This design comes from an exercise in tuning for small area on the open sky130 flow, not from production work.
The RTL was checked by simulation tests, not by an equivalence proof against the original design.

==> exp/fjord <==
// Posit_mult_N32_ES6_PIPE6
module Posit_mult_N32_ES6_PIPE6(clk, in1, in2, start, out, inf, zero, done);
Settings: LEC_CHECK=0, CAP_MARGIN=20, CORE_MARGIN=2, CORE_UTILIZATION=45, SLEW_MARGIN=20, SYNTH_HIERARCHICAL=1, SYNTH_MINIMUM_KEEP_SIZE=0; clock period 9.0 ns.
standard.sh (not shown) runs the stock make flow with config.mk's settings and CLKGATE_MAP_FILE= SYNTH_SCRIPT=/design/flow/synth_recipe.tcl, a recipe that flattens the netlist after the stock synthesis.
==> flow/flow/run.sh <==
#!/bin/bash
# The standard layout (the standard.sh: ORFS synthesis through finish)
# with two changes to how the layout is made:
#  - the port buffers that global placement inserts use the smallest buffer
#    cell instead of the resizer's default choice;
#  - after the standard synthesis, the layout steps may not use the larger
#    buffer cells, so repair_design buffers high-fanout nets with buf_1/buf_2.
set -euo pipefail
export BUFFER_PORTS_ARGS="-buffer_cell sky130_fd_sc_hd__buf_1"
bash standard.sh synth > standard_synth.log 2>&1
export DONT_USE_CELLS="sky130_fd_sc_hd__buf_4 sky130_fd_sc_hd__buf_6 sky130_fd_sc_hd__buf_8 sky130_fd_sc_hd__buf_12 sky130_fd_sc_hd__buf_16"
bash standard.sh > standard.log 2>&1
==> inputs of exp/nickel, as changes to exp/fjord <==
==> flow/flow/run.sh (replaced) <==
#!/bin/bash
# The standard layout (the standard.sh: ORFS synthesis through finish),
# with the port buffers that global placement inserts made from the smallest
# buffer cell instead of the resizer's default choice.
set -euo pipefail
export BUFFER_PORTS_ARGS="-buffer_cell sky130_fd_sc_hd__buf_1"
bash standard.sh > standard.log 2>&1
Settings changed: CELL_PAD_IN_SITES_DETAIL_PLACEMENT from default to 1, CORE_UTILIZATION 45 to 50.
==> comparison table <==
| metric | exp/nickel | exp/fjord |
|---|---|---|
| Status | no timing/DRC/antenna violations | no timing/DRC/antenna violations |
| Layout buffer count excluding clock buffers | 199 | 193 |
| Min Clock Period, post-route | 8.14 ns | 8.35 ns |
| Detailed route wirelength on metal3 | 9.18 mm | 8.29 mm |
| Via Count | 24400 | 23300 |
| Final Worst Setup Slack | 0.859 ns | 0.646 ns |
| Total global-route track usage | 36.0% | 29.6% |
| Met2 usage in global routing | 58.0% | 46.5% |
| Number of global-route vias before repair | 24600 | 22600 |
| Worst hold slack | 0.334 ns | 0.331 ns |
| CP Buf/Inv Count | 4 | 3 |
| Endpoint of the worst-slack reg-to-reg timing path | z2[34]$_DFF_P_ | z2[29]$_DFF_P_ |
| Post-placement cell area | 0.0239 sq mm | 0.0239 sq mm |
| Placed cells | 3325 | 3401 |
| Launch point of the worst path | fb1n[3]$_DFF_P_ | fb1n[13]$_DFF_P_ |
| Worst R2R Setup Slack | 0.86 ns | 0.65 ns |
| Multi-input logic area | 0.0193 sq mm | 0.0193 sq mm |
| Slowest cell on the critical path | sky130_fd_sc_hd__fa_1 | sky130_fd_sc_hd__or2_2 |

==> yarrow: inputs <==
Posit_mult_N32_ES6_PIPE6, a different RTL version from the one above (not shown whole).
Settings: LEC_CHECK=0, CAP_MARGIN=20, CORE_MARGIN=2, CORE_UTILIZATION=40, CTS_BUF_LIST=sky130_fd_sc_hd__clkbuf_8, SLEW_MARGIN=20, SYNTH_HIERARCHICAL=1, SYNTH_MINIMUM_KEEP_SIZE=0; clock period 9.0 ns.
==> flow/flow/run.sh <==
#!/bin/bash
# The standard layout (the standard.sh: ORFS synthesis through finish),
# with the port buffers that global placement inserts made from the smallest
# buffer cell instead of the resizer's default choice.
set -euo pipefail
export BUFFER_PORTS_ARGS="-buffer_cell sky130_fd_sc_hd__buf_1"
bash standard.sh > standard.log 2>&1
==> pepper (differences from yarrow) <==
--- a/flow/design.v
+++ b/flow/design.v
@@ -23,28 +23,19 @@
     d1   <= start;
     p1   <= kill_t ? inf_t  : (sg1 ^ sg2);
     q1   <= kill_t ? zero_t : (sg1 ^ sg2);
     e1   <= kill_t ? 13'h1000 : sc1 + sc2;
     fa1n <= g1n[22:0];
     fb1n <= g2n[22:0];
 end
-genvar gi;
 wire [47:0] px, py;
 mul24 u_mul (.an(fa1n), .bn(fb1n), .x(px), .y(py));
 wire [28:0] ph;          
-cpa48 u_cpa (.x(px), .y(py), .sh(ph));
-wire [19:0] za, zb;
-assign za[0] = 1'b1;
-assign zb[0] = 1'b1;
-generate for (gi = 1; gi < 20; gi = gi + 1) begin : g_tz
-    assign za[gi] = za[gi-1] & fa1n[gi-1];
-    assign zb[gi] = zb[gi-1] & fb1n[gi-1];
-end endgenerate
-wire pz = |(za & {zb[0], zb[1], zb[2], zb[3], zb[4], zb[5], zb[6], zb[7], zb[8], zb[9],
-                  zb[10], zb[11], zb[12], zb[13], zb[14], zb[15], zb[16], zb[17], zb[18], zb[19]});
+wire        pz;          
+cpa48 u_cpa (.x(px), .y(py), .sh(ph), .zlo(pz));
 wire ovf = ph[28];
 wire [12:0] ctl0, ctl1;
 pack_ctl u_ctl0 (.e(e1),         .ctl(ctl0));
 pack_ctl u_ctl1 (.e(e1 + 13'd1), .ctl(ctl1));
 wire [4:0] sh1 = ctl1[4:0] + 5'd1;
 wire [35:28] ztop = ovf ? {ctl1[12:6], ph[27]} : {~ctl0[12], ctl0[12:6]};
 reg        d2, p2, q2, r2, f2;
@@ -1721,17 +1712,18 @@
 assign y = a | b;
 endmodule
 module muxi_cell(a0, a1, s, y);
 input a0, a1, s;
 output y;
 assign y = ~(s ? a1 : a0);
 endmodule
-module cpa48(x, y, sh);
+module cpa48(x, y, sh, zlo);
 input [47:0] x, y;
 output [28:0] sh;
+output zlo;
 wire g0_0, p0_0; ha_cell u_gp0 (.a(x[0]), .b(y[0]), .s(p0_0), .co(g0_0));
 wire g1_1, p1_1; ha_cell u_gp1 (.a(x[1]), .b(y[1]), .s(p1_1), .co(g1_1));
 wire g2_2, p2_2; ha_cell u_gp2 (.a(x[2]), .b(y[2]), .s(p2_2), .co(g2_2));
 wire g3_3, p3_3; ha_cell u_gp3 (.a(x[3]), .b(y[3]), .s(p3_3), .co(g3_3));
 wire g4_4, p4_4; ha_cell u_gp4 (.a(x[4]), .b(y[4]), .s(p4_4), .co(g4_4));
 wire g5_5, p5_5; ha_cell u_gp5 (.a(x[5]), .b(y[5]), .s(p5_5), .co(g5_5));
 wire g6_6, p6_6; ha_cell u_gp6 (.a(x[6]), .b(y[6]), .s(p6_6), .co(g6_6));
@@ -1935,8 +1927,45 @@
 xor_cell u_s41 (.a(p41_41), .b(g40_0), .y(sh[22]));
 xor_cell u_s42 (.a(p42_42), .b(g41_0), .y(sh[23]));
 xor_cell u_s43 (.a(p43_43), .b(g42_0), .y(sh[24]));
 xor_cell u_s44 (.a(p44_44), .b(g43_0), .y(sh[25]));
 xor_cell u_s45 (.a(p45_45), .b(g44_0), .y(sh[26]));
 xor_cell u_s46 (.a(p46_46), .b(g45_0), .y(sh[27]));
 xor_cell u_s47 (.a(p47_47), .b(g46_0), .y(sh[28]));
+wire o0 = g0_0 | p0_0;
+wire z1; xnor_cell u_z1 (.a(p1_1), .b(o0), .y(z1));
+wire o1 = g1_1 | p1_1;
+wire z2; xnor_cell u_z2 (.a(p2_2), .b(o1), .y(z2));
+wire o2 = g2_2 | p2_2;
+wire z3; xnor_cell u_z3 (.a(p3_3), .b(o2), .y(z3));
+wire o3 = g3_3 | p3_3;
+wire z4; xnor_cell u_z4 (.a(p4_4), .b(o3), .y(z4));
+wire o4 = g4_4 | p4_4;
+wire z5; xnor_cell u_z5 (.a(p5_5), .b(o4), .y(z5));
+wire o5 = g5_5 | p5_5;
+wire z6; xnor_cell u_z6 (.a(p6_6), .b(o5), .y(z6));
+wire o6 = g6_6 | p6_6;
+wire z7; xnor_cell u_z7 (.a(p7_7), .b(o6), .y(z7));
+wire o7 = g7_7 | p7_7;
+wire z8; xnor_cell u_z8 (.a(p8_8), .b(o7), .y(z8));
+wire o8 = g8_8 | p8_8;
+wire z9; xnor_cell u_z9 (.a(p9_9), .b(o8), .y(z9));
+wire o9 = g9_9 | p9_9;
+wire z10; xnor_cell u_z10 (.a(p10_10), .b(o9), .y(z10));
+wire o10 = g10_10 | p10_10;
+wire z11; xnor_cell u_z11 (.a(p11_11), .b(o10), .y(z11));
+wire o11 = g11_11 | p11_11;
+wire z12; xnor_cell u_z12 (.a(p12_12), .b(o11), .y(z12));
+wire o12 = g12_12 | p12_12;
+wire z13; xnor_cell u_z13 (.a(p13_13), .b(o12), .y(z13));
+wire o13 = g13_13 | p13_13;
+wire z14; xnor_cell u_z14 (.a(p14_14), .b(o13), .y(z14));
+wire o14 = g14_14 | p14_14;
+wire z15; xnor_cell u_z15 (.a(p15_15), .b(o14), .y(z15));
+wire o15 = g15_15 | p15_15;
+wire z16; xnor_cell u_z16 (.a(p16_16), .b(o15), .y(z16));
+wire o16 = g16_16 | p16_16;
+wire z17; xnor_cell u_z17 (.a(p17_17), .b(o16), .y(z17));
+wire o17 = g17_17 | p17_17;
+wire z18; xnor_cell u_z18 (.a(p18_18), .b(o17), .y(z18));
+assign zlo = ~p0_0 & z1 & z2 & z3 & z4 & z5 & z6 & z7 & z8 & z9 & z10 & z11 & z12 & z13 & z14 & z15 & z16 & z17 & z18;
 endmodule
==> flow/flow/run.sh (replaced) <==
#!/bin/bash
set -euo pipefail
export BUFFER_PORTS_ARGS="-buffer_cell sky130_fd_sc_hd__buf_1"
export REMOVE_ABC_BUFFERS=1
bash standard.sh > standard.log 2>&1
Settings changed: GPL_TIMING_DRIVEN set to 0.
==> lagoon (differences from yarrow) <==
--- a/flow/design.v
+++ b/flow/design.v
@@ -23,28 +23,19 @@
     d1   <= start;
     p1   <= kill_t ? inf_t  : (sg1 ^ sg2);
     q1   <= kill_t ? zero_t : (sg1 ^ sg2);
     e1   <= kill_t ? 13'h1000 : sc1 + sc2;
     fa1n <= g1n[22:0];
     fb1n <= g2n[22:0];
 end
-genvar gi;
 wire [47:0] px, py;
 mul24 u_mul (.an(fa1n), .bn(fb1n), .x(px), .y(py));
 wire [28:0] ph;          
-cpa48 u_cpa (.x(px), .y(py), .sh(ph));
-wire [19:0] za, zb;
-assign za[0] = 1'b1;
-assign zb[0] = 1'b1;
-generate for (gi = 1; gi < 20; gi = gi + 1) begin : g_tz
-    assign za[gi] = za[gi-1] & fa1n[gi-1];
-    assign zb[gi] = zb[gi-1] & fb1n[gi-1];
-end endgenerate
-wire pz = |(za & {zb[0], zb[1], zb[2], zb[3], zb[4], zb[5], zb[6], zb[7], zb[8], zb[9],
-                  zb[10], zb[11], zb[12], zb[13], zb[14], zb[15], zb[16], zb[17], zb[18], zb[19]});
+wire        pz;          
+cpa48 u_cpa (.x(px), .y(py), .sh(ph), .zlo(pz));
 wire ovf = ph[28];
 wire [12:0] ctl0, ctl1;
 pack_ctl u_ctl0 (.e(e1),         .ctl(ctl0));
 pack_ctl u_ctl1 (.e(e1 + 13'd1), .ctl(ctl1));
 wire [4:0] sh1 = ctl1[4:0] + 5'd1;
 wire [35:28] ztop = ovf ? {ctl1[12:6], ph[27]} : {~ctl0[12], ctl0[12:6]};
 reg        d2, p2, q2, r2, f2;
@@ -1721,17 +1712,18 @@
 assign y = a | b;
 endmodule
 module muxi_cell(a0, a1, s, y);
 input a0, a1, s;
 output y;
 assign y = ~(s ? a1 : a0);
 endmodule
-module cpa48(x, y, sh);
+module cpa48(x, y, sh, zlo);
 input [47:0] x, y;
 output [28:0] sh;
+output zlo;
 wire g0_0, p0_0; ha_cell u_gp0 (.a(x[0]), .b(y[0]), .s(p0_0), .co(g0_0));
 wire g1_1, p1_1; ha_cell u_gp1 (.a(x[1]), .b(y[1]), .s(p1_1), .co(g1_1));
 wire g2_2, p2_2; ha_cell u_gp2 (.a(x[2]), .b(y[2]), .s(p2_2), .co(g2_2));
 wire g3_3, p3_3; ha_cell u_gp3 (.a(x[3]), .b(y[3]), .s(p3_3), .co(g3_3));
 wire g4_4, p4_4; ha_cell u_gp4 (.a(x[4]), .b(y[4]), .s(p4_4), .co(g4_4));
 wire g5_5, p5_5; ha_cell u_gp5 (.a(x[5]), .b(y[5]), .s(p5_5), .co(g5_5));
 wire g6_6, p6_6; ha_cell u_gp6 (.a(x[6]), .b(y[6]), .s(p6_6), .co(g6_6));
@@ -1935,8 +1927,45 @@
 xor_cell u_s41 (.a(p41_41), .b(g40_0), .y(sh[22]));
 xor_cell u_s42 (.a(p42_42), .b(g41_0), .y(sh[23]));
 xor_cell u_s43 (.a(p43_43), .b(g42_0), .y(sh[24]));
 xor_cell u_s44 (.a(p44_44), .b(g43_0), .y(sh[25]));
 xor_cell u_s45 (.a(p45_45), .b(g44_0), .y(sh[26]));
 xor_cell u_s46 (.a(p46_46), .b(g45_0), .y(sh[27]));
 xor_cell u_s47 (.a(p47_47), .b(g46_0), .y(sh[28]));
+wire o0 = g0_0 | p0_0;
+wire z1; xnor_cell u_z1 (.a(p1_1), .b(o0), .y(z1));
+wire o1 = g1_1 | p1_1;
+wire z2; xnor_cell u_z2 (.a(p2_2), .b(o1), .y(z2));
+wire o2 = g2_2 | p2_2;
+wire z3; xnor_cell u_z3 (.a(p3_3), .b(o2), .y(z3));
+wire o3 = g3_3 | p3_3;
+wire z4; xnor_cell u_z4 (.a(p4_4), .b(o3), .y(z4));
+wire o4 = g4_4 | p4_4;
+wire z5; xnor_cell u_z5 (.a(p5_5), .b(o4), .y(z5));
+wire o5 = g5_5 | p5_5;
+wire z6; xnor_cell u_z6 (.a(p6_6), .b(o5), .y(z6));
+wire o6 = g6_6 | p6_6;
+wire z7; xnor_cell u_z7 (.a(p7_7), .b(o6), .y(z7));
+wire o7 = g7_7 | p7_7;
+wire z8; xnor_cell u_z8 (.a(p8_8), .b(o7), .y(z8));
+wire o8 = g8_8 | p8_8;
+wire z9; xnor_cell u_z9 (.a(p9_9), .b(o8), .y(z9));
+wire o9 = g9_9 | p9_9;
+wire z10; xnor_cell u_z10 (.a(p10_10), .b(o9), .y(z10));
+wire o10 = g10_10 | p10_10;
+wire z11; xnor_cell u_z11 (.a(p11_11), .b(o10), .y(z11));
+wire o11 = g11_11 | p11_11;
+wire z12; xnor_cell u_z12 (.a(p12_12), .b(o11), .y(z12));
+wire o12 = g12_12 | p12_12;
+wire z13; xnor_cell u_z13 (.a(p13_13), .b(o12), .y(z13));
+wire o13 = g13_13 | p13_13;
+wire z14; xnor_cell u_z14 (.a(p14_14), .b(o13), .y(z14));
+wire o14 = g14_14 | p14_14;
+wire z15; xnor_cell u_z15 (.a(p15_15), .b(o14), .y(z15));
+wire o15 = g15_15 | p15_15;
+wire z16; xnor_cell u_z16 (.a(p16_16), .b(o15), .y(z16));
+wire o16 = g16_16 | p16_16;
+wire z17; xnor_cell u_z17 (.a(p17_17), .b(o16), .y(z17));
+wire o17 = g17_17 | p17_17;
+wire z18; xnor_cell u_z18 (.a(p18_18), .b(o17), .y(z18));
+assign zlo = ~p0_0 & z1 & z2 & z3 & z4 & z5 & z6 & z7 & z8 & z9 & z10 & z11 & z12 & z13 & z14 & z15 & z16 & z17 & z18;
 endmodule
==> ember (differences from yarrow) <==
Settings changed: CORE_UTILIZATION 40 to 60, CTS_BUF_LIST sky130_fd_sc_hd__clkbuf_8 to unset, PLACE_DENSITY set to 0.7.
==> impl_results.md <==
* Outcome: no timing/DRC/antenna violations
* DR iter-0 viols at 1,591
* Buffering overhead at approximately 4.1%
* ANT cells at 1
* Via count at 20,360
* GRT Util Overall at 22.33%
* Post-DP Area at approximately 0.026 mm^2
* Multi-In Gates at 2,209
* Syn Inst Count at 2,695
* Post-route minimum period at around 8.1 ns
The numbers above come from yarrow.

==> impl_results.md <==
* Post-route minimum period at around 8.6 ns
* Post-DP Area at 0.02603 mm^2
* Global-route wire length before repair at 115,400 um
* ANT cells at 1
* Multi-In Gates at 2,227
* Buffering overhead at 4.152%
* Via count at 20,270
* Hold EP: q2
* Syn Inst Count at 2,714
* Fraction of area in registers at 8.289%
* Outcome: no timing/DRC/antenna violations
* Multi-input gate area at 0.02133 mm^2
* GRT Util Overall at 21.61%
* Setup slack after layout at 0.4375 ns
* Core ar. at around 0.063 mm^2
* DR iter-0 viols at between 1,500 and 2,000
The numbers above come from pepper.

==> impl_results.md <==
* Post-route minimum period at 8.325 ns
* Buffering overhead at 3.843%
* Initial DRT Pass Iterations at 6
* Outcome: no timing/DRC/antenna violations
* Post-DP Area at 0.02526 mm^2
* Multi-In Gates at around 2,200
* GRT Util Overall at around a third
* Syn Inst Count at 2,695
* Via count at around 20,000
* DR iter-0 viols at roughly 2,100
* ANT cells at 0
The numbers above come from ember.

==> impl_results.md <==
* GRT Util Overall at 22.11%
* ANT cells at 1
* Post-route minimum period at 8.075 ns
* Syn Inst Count at 2,714
* Outcome: no timing/DRC/antenna violations
* Buffering overhead at 3.432%
* Post-DP Area at 0.02577 mm^2
* Synth cell types at 79
* Setup WS pre-CTS at 0.4694 ns
* Leading cell kind: multi-input combinational cells
* Via count at 20,400
The numbers above come from lagoon.

## static timing again, ports no longer ideal
Ports are ideal in the flow. The routed layouts listed here were re-timed in OpenROAD.
Step 1 (the two cells are an assumption about what drives the block):
set clk [get_ports {clk}]
set_driving_cell -lib_cell sky130_fd_sc_hd__clkbuf_16 $clk
set_driving_cell -lib_cell sky130_fd_sc_hd__buf_2 [delete_from_list [all_inputs] $clk]
Step 2, shift: input delay + t, output delay - t, t = (earliest + latest rising clock arrival at the registers) / 2. This alone moves slack from input paths to output paths.
Slacks: ideal / step 1 / step 2; pairs: ideal / step 1.
run | t, ns | setup slack, ns | pins driven straight from the clock port
exp/fjord | 0.432 | 0.646 / 0.646 / 0.646 | 1
exp/nickel | 0.453 | 0.859 / 0.859 / 0.760 | 1
yarrow | 0.480 | 0.885 / 0.885 / 0.598 | 1
pepper | 0.479 | 0.438 / 0.438 / 0.262 | 1
lagoon | 0.485 | 0.925 / 0.951 / 0.466 | 1
ember | 0.451 | 0.675 / 0.675 / 0.479 | 1
After both steps every run listed still meets setup and hold. The setup slack of lagoon, which loses most, moves by +0.026 ns with the drivers and by -0.459 ns with both steps.
